What follows belongs to an exercise in optimizing a design on an open flow for small area, a short achievable clock period and few clock cycles per item; a production flow would make more cautious choices. No run shown here included a check of the RTL's function; only the layout flow was run. Power is estimated from default activity; no workload was simulated.

==> flow/design.v (outline; a module is shown in full before it is edited, if it fits) <==
// module full_adder: 6 lines
// module add_sub: 22 lines
// module multiply_32: 3957 lines
// module half_adder_n: 6 lines
// module half_adder: 6 lines
// module booth_sel: 5 lines
// module ha_sum_n: 5 lines
// module ha_carry_n: 5 lines
// module cpa_aoi21: 5 lines
// module cpa_inv: 5 lines
// module cpa_nand2: 5 lines
// module cpa_nor2: 5 lines
// module cpa_oai21: 5 lines
// module cpa_xnor2: 5 lines
// module cpa_xor2: 5 lines
module multiply_32 #(parameter N=32) (clk, reset, enable, multiplier, multiplicand, ready, product_upper, product_lower);
  // ...
==> flow/flow/run.sh <==
#!/bin/bash
set -e
export BUFFER_PORTS_ARGS="-buffer_cell sky130_fd_sc_hd__buf_2"
export SKIP_BUFFER_REMOVAL=1
export SETUP_SLACK_MARGIN=7.5
bash standard.sh > standard.log 2>&1
==> flow/standard.sh <==
#!/bin/bash
# synth_recipe.tcl (not shown) runs the flow's synth.tcl, then flattens the netlist and writes it again
# the make line also repeats each setting of config.mk as NAME=value (left out here)
make -C /OpenROAD-flow-scripts/flow DESIGN_CONFIG=/design/flow/config.mk WORK_HOME=/design/flow/orfs CLKGATE_MAP_FILE= SYNTH_SCRIPT=/design/flow/synth_recipe.tcl "${@:-finish}"
==> flow/config.mk <==
export PLATFORM = sky130hd
export DESIGN_NAME = multiply_32
export DESIGN_NICKNAME = multiply_32
export VERILOG_FILES = /design/flow/design.v
export SDC_FILE = /design/flow/constraint.sdc
export NUM_CORES = 4
export LEC_CHECK = 0
export CAP_MARGIN = 20
export CORE_MARGIN = 2
export CORE_UTILIZATION = 40
export SLEW_MARGIN = 20
export SYNTH_HIERARCHICAL = 1
export SYNTH_MINIMUM_KEEP_SIZE = 0
==> flow/constraint.sdc <==
create_clock -name core_clock -period 14.0 [get_ports {clk}]
set_input_delay 2.8000 -clock core_clock [delete_from_list [all_inputs] [get_ports {clk}]]
set_output_delay 2.8000 -clock core_clock [all_outputs]
set_load 0.01 [all_outputs]
==> results.sh, run 1 <==
export IMPL_maxSlewViolCount=0
export IMPL_numCtsBuffers=17
export IMPL_setup_viol=0
export IMPL_netlist_area_mm2=0.0295
export IMPL_max_flop_register="r"
export IMPL_ant_nets=0
export IMPL_drc=0
export IMPL_synthArstFlopShare=0
export IMPL_nets=3470
export IMPL_drt_iter0_drc=2742
export IMPL_pg_comb_uw=8700
export IMPL_seq_share=0.0963
export IMPL_path_delay_family="adder cells"
export IMPL_post_synth_top_area_cell="fa_1"
export IMPL_cp_buffers_inverters=5
export IMPL_synth_most_common_cell="xor2_1"
export IMPL_finalClockSkew_ps=0
export IMPL_yosys_top_cells_count="617 x xor2_1, 528 x a22oi_2, 481 x fa_1"
export IMPL_dr_total_vias=24000
export IMPL_antenna_found_initial=1
export IMPL_grt_pass1_vias=24600
export IMPL_cellPowerDensity_mw_per_mm2=274
export IMPL_power_share_combinational=0.844
export IMPL_multi_input_area_mm2=0.0265
export IMPL_synth_top_family_by_area="adder cells"
export IMPL_cts_buffer_depth=2
export IMPL_reg_top3="r x120, ready x1"
export IMPL_worst_path_stages=15
export IMPL_outcome="finished clean"
export IMPL_leakagePower_uw=0.0134
export IMPL_design_area_mm2=0.0376
export IMPL_cts_root_buf="clkbuf_16"
export IMPL_power_uw=10300
export IMPL_cp_cell_sequence="buf_12 > buf_12 > nand3b_1 > o21ai_4 > buf_12 > buf_12 > buf_16 > a22oi_2 > xor2_2 > fa_2 > fa_2 > fa_2 > fa_2 > fa_2 > fa_2"
export IMPL_hold_viol=0
export IMPL_synth_seq_area_share=0.123
export IMPL_rsz0062_at_grt="yes"
export IMPL_yosysWarnings=7
export IMPL_ios=132
==> run 2, diff against run 1 <==
--- a/flow/config.mk
+++ b/flow/config.mk
@@ -9,3 +9,5 @@
 export CORE_MARGIN = 2
-export CORE_UTILIZATION = 40
+export CORE_UTILIZATION = 60
+export CTS_BUF_LIST = sky130_fd_sc_hd__clkbuf_4 sky130_fd_sc_hd__clkbuf_8
+export PLACE_DENSITY = 0.7
 export SLEW_MARGIN = 20
==> results.sh, run 2 <==
export IMPL_power_share_combinational=0.855
export IMPL_tightest_slew_ps=953
export IMPL_setup_ws_ps=7190
export IMPL_track_usage=0.463
export IMPL_cp_required_ps=14220
export IMPL_grt_max_degree=73
export IMPL_min_path_type="register to register"
export IMPL_synth_edf_count=120
export IMPL_dpl_hpwl_um=68200
export IMPL_cp_max_fo=6
export IMPL_outcome="finished clean"
export IMPL_final_cell_mix="572 x xor2_1, 528 x a22oi_2, 258 x fa_1"
export IMPL_drc=0
export IMPL_synth_cells=2495
export IMPL_ant_nets=0
export IMPL_postLayoutCoreUtil=0.771
export IMPL_synthArstFlopShare=0
export IMPL_via_per_inst=7.01
export IMPL_power_clock_fraction=0.032
export IMPL_layout_commonest_cell="xor2_1"
export IMPL_internal_power_uw=4920
export IMPL_synthTopCellsByArea="fa_1 33%, a22oi_2 22%, xor2_1 18%"
export IMPL_die_area_mm2=0.0510
export IMPL_post_synth_top_area_cell="fa_1"
export IMPL_finalClockSkew_ps=0
export IMPL_end_kind="register"
export IMPL_cts_tree="yes"
export IMPL_area_growth_pct=27.3
export IMPL_hold_buffers=0
export IMPL_pre_cts_slack_ps=6030
export IMPL_start_kind="primary input"
export IMPL_p_sw_uw=5460
export IMPL_seqPwrFrac=0.113
export IMPL_hold_viol=0
export IMPL_yosys_top_cells_count="617 x xor2_1, 528 x a22oi_2, 481 x fa_1"
export IMPL_avgSynthCellArea_um2=11.8
export IMPL_period_share=0.487
export IMPL_die_h_um=226
export IMPL_synth_seq_area_share=0.123
export IMPL_first_pass_iters=10
export IMPL_ys_types=21
export IMPL_cts_max_level=4
export IMPL_max_cap_violations=0
export IMPL_numPortBuffers=131
export IMPL_reg_top3="r x120, ready x1"
export IMPL_timing_hold_ws_ps=484
export IMPL_wl_um=123000
export IMPL_ios=132
export IMPL_coreArea_mm2=0.0487
export IMPL_arrival_ps=7030
export IMPL_maxSlewViolCount=0
export IMPL_path_class="primary input to register"
export IMPL_drive_gt1_frac=0.484
export IMPL_drt_iter0_drc=3549
export IMPL_synth_most_common_cell="xor2_1"
export IMPL_grt_pass1_vias=25200
export IMPL_cts_buffer_depth=2
export IMPL_yosysWarnings=7
export IMPL_cts_root_buf="clkbuf_8"
export IMPL_vdd_ir_drop_worst_v=0.000197
export IMPL_largest_reg_flops=120
export IMPL_synth_top_area_share=0.326
export IMPL_numClockSinks=121
export IMPL_dr_total_vias=25500
export IMPL_synth_main_ff_cell="edfxtp_1"
export IMPL_nets=3521
export IMPL_max_flop_register="r"
export IMPL_setup_viol=0
export IMPL_power_uw=10400
export IMPL_antenna_found_initial=6
export IMPL_rsz0062_at_grt="yes"
export IMPL_power_switching_share=0.526
export IMPL_die_w_um=226
export IMPL_grt_pass1_wl_um=168000
export IMPL_period_minus_slack_ps=6810
export IMPL_ys_seq_elements=121
export IMPL_wl_per_cell_um=33.9
export IMPL_gp_congestion=0.983
export IMPL_rows=81
export IMPL_cellPowerDensity_mw_per_mm2=276
export IMPL_clkTransAtPathRegs_ps=80
export IMPL_leakagePower_uw=0.0136
export IMPL_finalSetupTns_ps=0
export IMPL_max_freq_mhz=147
export IMPL_gr_total_overflow=0
export IMPL_netlist_area_mm2=0.0295
export IMPL_start_util=0.606
export IMPL_relSlewSlack=0.365
export IMPL_numCtsBuffers=17
export IMPL_clock_latency_ps=480
-- run 2: cell count changes in the layout (fill, tap and decap cells not counted), sizes merged --
cell      delta
diode        +1
buf         +51
clkinvlp     -2
inv          +5
bufbuf       -3
clkbuf       +1
bufinv       -1
-- run 2: routing by layer --
| metal | up-vias | share of wire | GRT usage |
|---|---|---|---|
| met4 | 12 | 0.079 | 0.255 |
| li1 | 9628 | - | - |
| met2 | 2449 | 0.41 | 0.662 |
| met3 | 730 | 0.17 | 0.198 |
| met5 | - | 0.0013 | 0 |
| met1 | 12600 | 0.34 | 0.591 |
-- run 2: final cells by class --
| type | count | area (um^2) |
|---|---|---|
| tap | 664 | 831 |
| multi-input combinational | 2228 | 26400 |
| clock buffer | 18 | 241 |
| sequential | 121 | 3620 |
| timing repair buffer | 480 | 5850 |
| inverter | 109 | 409 |
| antenna | 1 | 2.50 |
| fill | 3093 | 11200 |
| clock inverter | 14 | 165 |
-- run 2: worst max-delay path, cell delays in order --
cell      delay [ps]
buf_6            130
buf_16           150
nand3b_1         300
o21ai_4          170
buf_12           190
buf_12           150
buf_4            150
a22oi_2           70
xor2_1           240
fa_2             370
fa_2             480
fa_2             390
fa_2             440
fa_2             570
fa_2             410
-- run 2: cell families (layout without fill, tap and decap cells) --
family          count (synthesis)  in the layout  share of synthesized area
buf+inv                       177            621                     0.0315
flops                         121            121                      0.123
simple gates                  325            325                     0.0467
compound gates                693            693                      0.264
other cells                     1             33                   0.000127
fa+ha+maj                     497            497                      0.333
xor+xnor                      681            681                      0.202
-- run 2: worst paths after layout --
kind	start	endpoint	slack (ps)	cells past startpoint
max	multiplier[11]	r[62]$_DFFE_PP_	7190	15
min	ready$_SDFFE_PP0P_	ready$_SDFFE_PP0P_	480	2
max reg2reg	ready$_SDFFE_PP0P_	ready$_SDFFE_PP0P_	13440	2
min reg2reg	ready$_SDFFE_PP0P_	ready$_SDFFE_PP0P_	480	2
-- run 2: per-stage QoR --
step	cell area (um^2)	std cells
after global routing	37600	3635
after floorplan	30700	2526
after global placement	32300	3335
after detailed placement	32300	3335
final	37600	3635
after CTS	35400	3469
-- run 2: power by group through the flow --
stage	sequential, uW	combinational, uW	clock [uW]
2_1_floorplan	1120	5630	0
3_3_place_gp	1160	7920	0
3_5_place_dp	1170	8160	0
4_1_cts	1170	8330	338
5_1_grt	1190	9490	354
6_report	1170	8880	334
-- run 2: what timing repair did --
item | 4_1_cts | 5_1_grt
endpoints found under the hold margin | 0 | 0
pin swaps | 6 | 110
cloned | 42 | 14
buffers inserted | 60 | 151
gates resized for setup | 149 | 118
endpoints found under the setup margin | 94 | 32
-- run 2: Yosys stat by module, one instance, submodules excluded, excerpt --
module       cells  flops+latches
multiply_32    301            121
half_adder       1              0
cpa_aoi21        1              0
ha_sum_n         1              0
cpa_oai21        1              0
cpa_xor2         1              0
cpa_nand2        1              0
cpa_xnor2        1              0

==> static timing again, ports no longer ideal <==
The results above use ideal ports. As a check the final layouts listed here were re-extracted and re-timed, cells and wires unchanged.
Step 1, drivers: a clkbuf_16 drives clk and a buf_2 each remaining input, both assumed.
Step 2 times the ports against the registers' clock, not the clock port: input delays grow and output delays shrink by t, the midpoint of the rising clock arrivals with the driver on.
Slacks: ideal ports / drivers / drivers and shift; pairs: ideal ports / drivers.
run	shift t [ns]	setup slack, ns	hold slack, ns	latest minus earliest clock arrival (ns)	pins driven straight from the clock port
run 1	0.487	7.393 / 7.398 / 6.911	0.478 / 0.478 / 0.478	0.015 / 0.014	1
run 2	0.530	7.187 / 7.208 / 6.678	0.484 / 0.484 / 0.484	0.029 / 0.029	1
After both steps every run listed still meets setup and hold. The setup slack of run 2, which loses most, moves by +0.021 ns with the drivers and by -0.509 ns with both steps.
